This design comes from an exercise in tuning for small area and a short achievable clock period on the open sky130 flow, not from production work.
Function was checked by simulation only, so behaviour that the tests miss may differ from the original.
Power is estimated from default activity; no workload was simulated.

run A:
// pipelined_regfile_2stage
module pipelined_regfile_2stage(clk, rst, imem_addr, imem_data, dmem_addr, dmem_wdata, dmem_we, dmem_re, dmem_rdata, wb_en, wb_addr, wb_data);
Size: about 110 I/O pins, about 24000 um2 of cells after synthesis.
clock: 7.0 ns
lec_check: 0
cap_margin: 20
core_margin: 2
core_utilization: 75
cts_cluster_diameter: 60
cts_cluster_size: 20
setup_slack_margin: 4.0
slew_margin: 20
synth_hierarchical: 1
standard.sh (not shown) runs the stock make flow with config.mk's settings and CLKGATE_MAP_FILE= SYNTH_SCRIPT=/design/flow/synth_recipe.tcl, a recipe that flattens the netlist after the stock synthesis.
==> flow/flow/run.sh <==
#!/bin/bash
# The standard layout (standard.sh, unchanged synthesis and steps), with
# plain buffers instead of delay cells on the ports. make's full output goes
# to standard.log here; each step's own log is under orfs/logs/.
set -euo pipefail
export BUFFER_PORTS_ARGS="-buffer_cell sky130_fd_sc_hd__buf_2"
bash standard.sh > standard.log 2>&1
What run B does differently from run A at the input level:
- CORE_UTILIZATION now 40, was 75
- SETUP_SLACK_MARGIN now 3.9, was 4.0
Findings:
- Critical path start-end classification = in -> reg: run B; critical path start-end classification = reg -> reg: run A
- Taking run A as the reference point, the average via count per standard cell of run B falls by 20%.
- Min wire length on met3 across run A and run B: run B
- Between run A and run B, growth of design area from synthesis to finish increased.
- In terms of footprint of the flip-flops and latches, run B and run A differ only marginally.
Relative to run B, the following input files were edited for run C:
- CORE_UTILIZATION: 40 -> 60
Relative to run B, cell depth of the worst setup path has increased by 1 in run C.
Going from run B to run C, timing-limited maximum frequency +7.7 MHz, sum of buffers and inverters on the critical path up 1.
Re area growth from synthesis to layout: run C is 3.2 points down on run B.
The worst-case register-to-register setup slack of run C and that of run B are within noise of each other.
Compared with run B, in run C register share of total power higher, portion of the layout cell area used by clock cells shows a reduction of 0.81 points, setup slack now sits higher, reported net switching power shrank by 7.9%.
Compared with run B, run C ends up with less cell area.
Compare run B and run C | total power higher: run B
Input-level comparison between run D and run C:
- changing CORE_UTILIZATION from 60 to 40
==> flow/run.sh (new file) <==
#!/bin/bash
# synth_recipe.tcl (not shown) runs the flow's synth.tcl, then flattens the netlist and writes it again
# the make line also repeats each setting of config.mk as NAME=value (left out here)
make -C /OpenROAD-flow-scripts/flow DESIGN_CONFIG=/design/flow/config.mk WORK_HOME=/design/flow/orfs CLKGATE_MAP_FILE= SYNTH_SCRIPT=/design/flow/synth_recipe.tcl finish
removed: flow/flow/run.sh
removed: flow/standard.sh
The flow did not stop early for run D: all stages ran, and the layout cleared the timing, design-rule and antenna checks.
Sort run C and run D by detailed-routing iteration count for the pre-antenna-repair pass asc -> top: run C
Final-layout fill cell count grows by more than half when moving from run C to run D.
Run D against run C: cell depth of the worst flop-to-flop path shows an increase of 1; cell area grew by about 5%.
Summary: overall power of the completed layout, run D worse than run C
Relative to run C, the routing usage on met2 of run D is lower by 18 points.
Per the comparison of run D with run C, overall routed net length now sits higher, horizontal die dimension rose by 22%.
[inputs] run E vs run D
- CTS_BUF_LIST newly set to sky130_fd_sc_hd__clkbuf_8
- CORE_UTILIZATION changed from 40 to 60
==> flow/flow/run.sh (new file) <==
#!/bin/bash
# The standard layout (standard.sh, unchanged synthesis and steps), with
# plain buffers instead of delay cells on the ports. make's full output goes
# to standard.log here; each step's own log is under orfs/logs/.
set -euo pipefail
export BUFFER_PORTS_ARGS="-buffer_cell sky130_fd_sc_hd__buf_2"
bash standard.sh > standard.log 2>&1
==> flow/standard.sh (new file) <==
#!/bin/bash
# synth_recipe.tcl (not shown) runs the flow's synth.tcl, then flattens the netlist and writes it again
# the make line also repeats each setting of config.mk as NAME=value (left out here)
make -C /OpenROAD-flow-scripts/flow DESIGN_CONFIG=/design/flow/config.mk WORK_HOME=/design/flow/orfs CLKGATE_MAP_FILE= SYNTH_SCRIPT=/design/flow/synth_recipe.tcl "${@:-finish}"
removed: flow/run.sh
==> summary.txt <==
Side by side, total internal power turned out lower in run E than in run D.
Result: PASS for each of run E and run D
On final critical path time including I/O delays and setup, run E does better than run D.
When run E is measured against run D, its register-to-register slack turns out 80 ps higher.
Between run E and run D, it is run E whose latest clock arrival within the worst-skew pair is higher, by 50 ps.
Diff run D -> run E: total clock sinks barely changed; wire length reported by the detailed router dropped 6.6%; maximum achievable frequency climbed about 2.2%.
Between run E and run D, delay of the slowest critical-path stage is lower for run E, run D comes in above that.
A origin of the worst setup path of imem_data[7] is what run E shows, while ex_b[0] belongs to run D.

========
Another version of the RTL of pipelined_regfile_2stage (not shown whole).
For scale: about 110 I/O pins, roughly 0.024 sq mm of cells after synthesis.
export LEC_CHECK = 0
export CAP_MARGIN = 20
export CORE_MARGIN = 2
export CORE_UTILIZATION = 60
export CTS_CLUSTER_DIAMETER = 60
export CTS_CLUSTER_SIZE = 20
export SETUP_SLACK_MARGIN = 4.0
export SLEW_MARGIN = 20
export SYNTH_HIERARCHICAL = 1
create_clock -name core_clock -period 7.0 [get_ports {clk}]
==> flow/flow/run.sh <==
#!/bin/bash
# The standard layout (standard.sh, unchanged synthesis and steps), with
# plain buffers instead of delay cells on the ports. make's full output goes
# to standard.log here; each step's own log is under orfs/logs/.
set -euo pipefail
export BUFFER_PORTS_ARGS="-buffer_cell sky130_fd_sc_hd__buf_2"
bash standard.sh > standard.log 2>&1
==> next run, changes <==
Settings changed: SETUP_SLACK_MARGIN 4.0 to 3.7.
Outcome: The new run ran to the end with no violations. Hold slack is about the same. Die area stays the same. Via count came out lower by 1.9%. Power barely changes.
==> next run, changes <==
Settings changed: SETUP_SLACK_MARGIN 3.7 to 3.9.
Effect:
- The new run completed with no timing, DRC or antenna violations
- via count rises by 0.71%
- utilization rises by 1.1 points
- global-route usage rises by 0.96 points
- sequential power falls by about 1%
- cell count rises by 1.3%
- combinational power rises by about 2%
- synthesized area does not change
- die area is unchanged
- synthesized cell count stays the same
- final area rises by about 1.7%
- setup slack improved by 0.18 ns

========
Another version of the RTL of pipelined_regfile_2stage (not shown whole).
Size: ~2100 cells after synthesis, ~110 I/O pins, roughly 0.023 sq mm of cells after synthesis.
Design pipelined_regfile_2stage, start of the top module:
module pipelined_regfile_2stage(clk, rst, imem_addr, imem_data, dmem_addr, dmem_wdata, dmem_we, dmem_re, dmem_rdata, wb_en, wb_addr, wb_data);
clock: 7.0 ns
lec_check: 0
cap_margin: 20
core_margin: 2
core_utilization: 40
slew_margin: 20
run.sh (not shown) runs the stock make flow with config.mk's settings and CLKGATE_MAP_FILE= SYNTH_SCRIPT=/design/flow/synth_recipe.tcl, a recipe that flattens the netlist after the stock synthesis.
Stock flow here: none of the scripts above is used.
The baseline finished but fails on antenna rules.
Rerun with:
- CTS_BUF_LIST: unset -> sky130_fd_sc_hd__clkbuf_4 sky130_fd_sc_hd__clkbuf_8
- SETUP_SLACK_MARGIN: unset -> 2.5
Result: Now the flow went through all stages and came out clean. Worst setup slack gets better by 0.25 ns. Combinational power stays flat. Final area barely changes. Via count came out higher by 0.74%. Non-clock buffer count does not change.
Rerun with:
- CTS_BUF_LIST: sky130_fd_sc_hd__clkbuf_4 sky130_fd_sc_hd__clkbuf_8 -> unset
What happened: The changed run produced a clean layout. Routed wire length is lower slightly. Total power is higher slightly. Design area hardly moves. Die area does not change. Register-to-register slack improved by 0.02 ns. Combinational power hardly moves. Global-route usage stays flat. Setup slack gets better by 0.019 ns. First-iteration DRC count grows by a few percent.

[port drivers added, routing unchanged]
No port has a modelled driver above. Below, the same layouts with a new extraction and two added sets of constraints. Step 1, drivers: a clkbuf_16 drives clk and a buf_2 each remaining input, both assumed. Step 2 also shifts input and output timing later by t, the mid clock arrival at the registers, as if the neighbouring blocks saw the same clock. Three values: ideal ports, drivers, drivers and shift; two values: the first two.
run | shift t [ns] | setup WS [ns] | worst setup path after step 2 | pins driven straight from the clock port
run A | 0.683 | 3.913 / 3.913 / 3.303 | input to register | 1
run B | 0.645 | 3.875 / 3.901 / 3.256 | input to register | 1
run C | 0.627 | 3.948 / 3.953 / 3.342 | input to register | 1
run D | 0.648 | 3.866 / 3.860 / 3.243 | input to register | 1
run E | 0.694 | 3.934 / 3.951 / 3.265 | input to register | 1
the first run of note 2 | 0.680 | 3.991 / 4.015 / 3.338 | input to register | 1
the second run of note 2 | 0.679 | 3.767 / 3.742 / 3.154 | input to register | 1
the third run of note 2 | 0.632 | 3.948 / 3.985 / 3.353 | input to register | 1
the first run of note 3 | 0.647 | 2.281 / 2.281 / 2.094 | input to register | 1
the second run of note 3 | 0.730 | 2.531 / 2.531 / 2.093 | input to register | 1
the third run of note 3 | 0.647 | 2.550 / 2.550 / 2.075 | input to register | 1
The setup slack of run E, which loses most, moves by +0.017 ns with the drivers and by -0.669 ns with both steps.
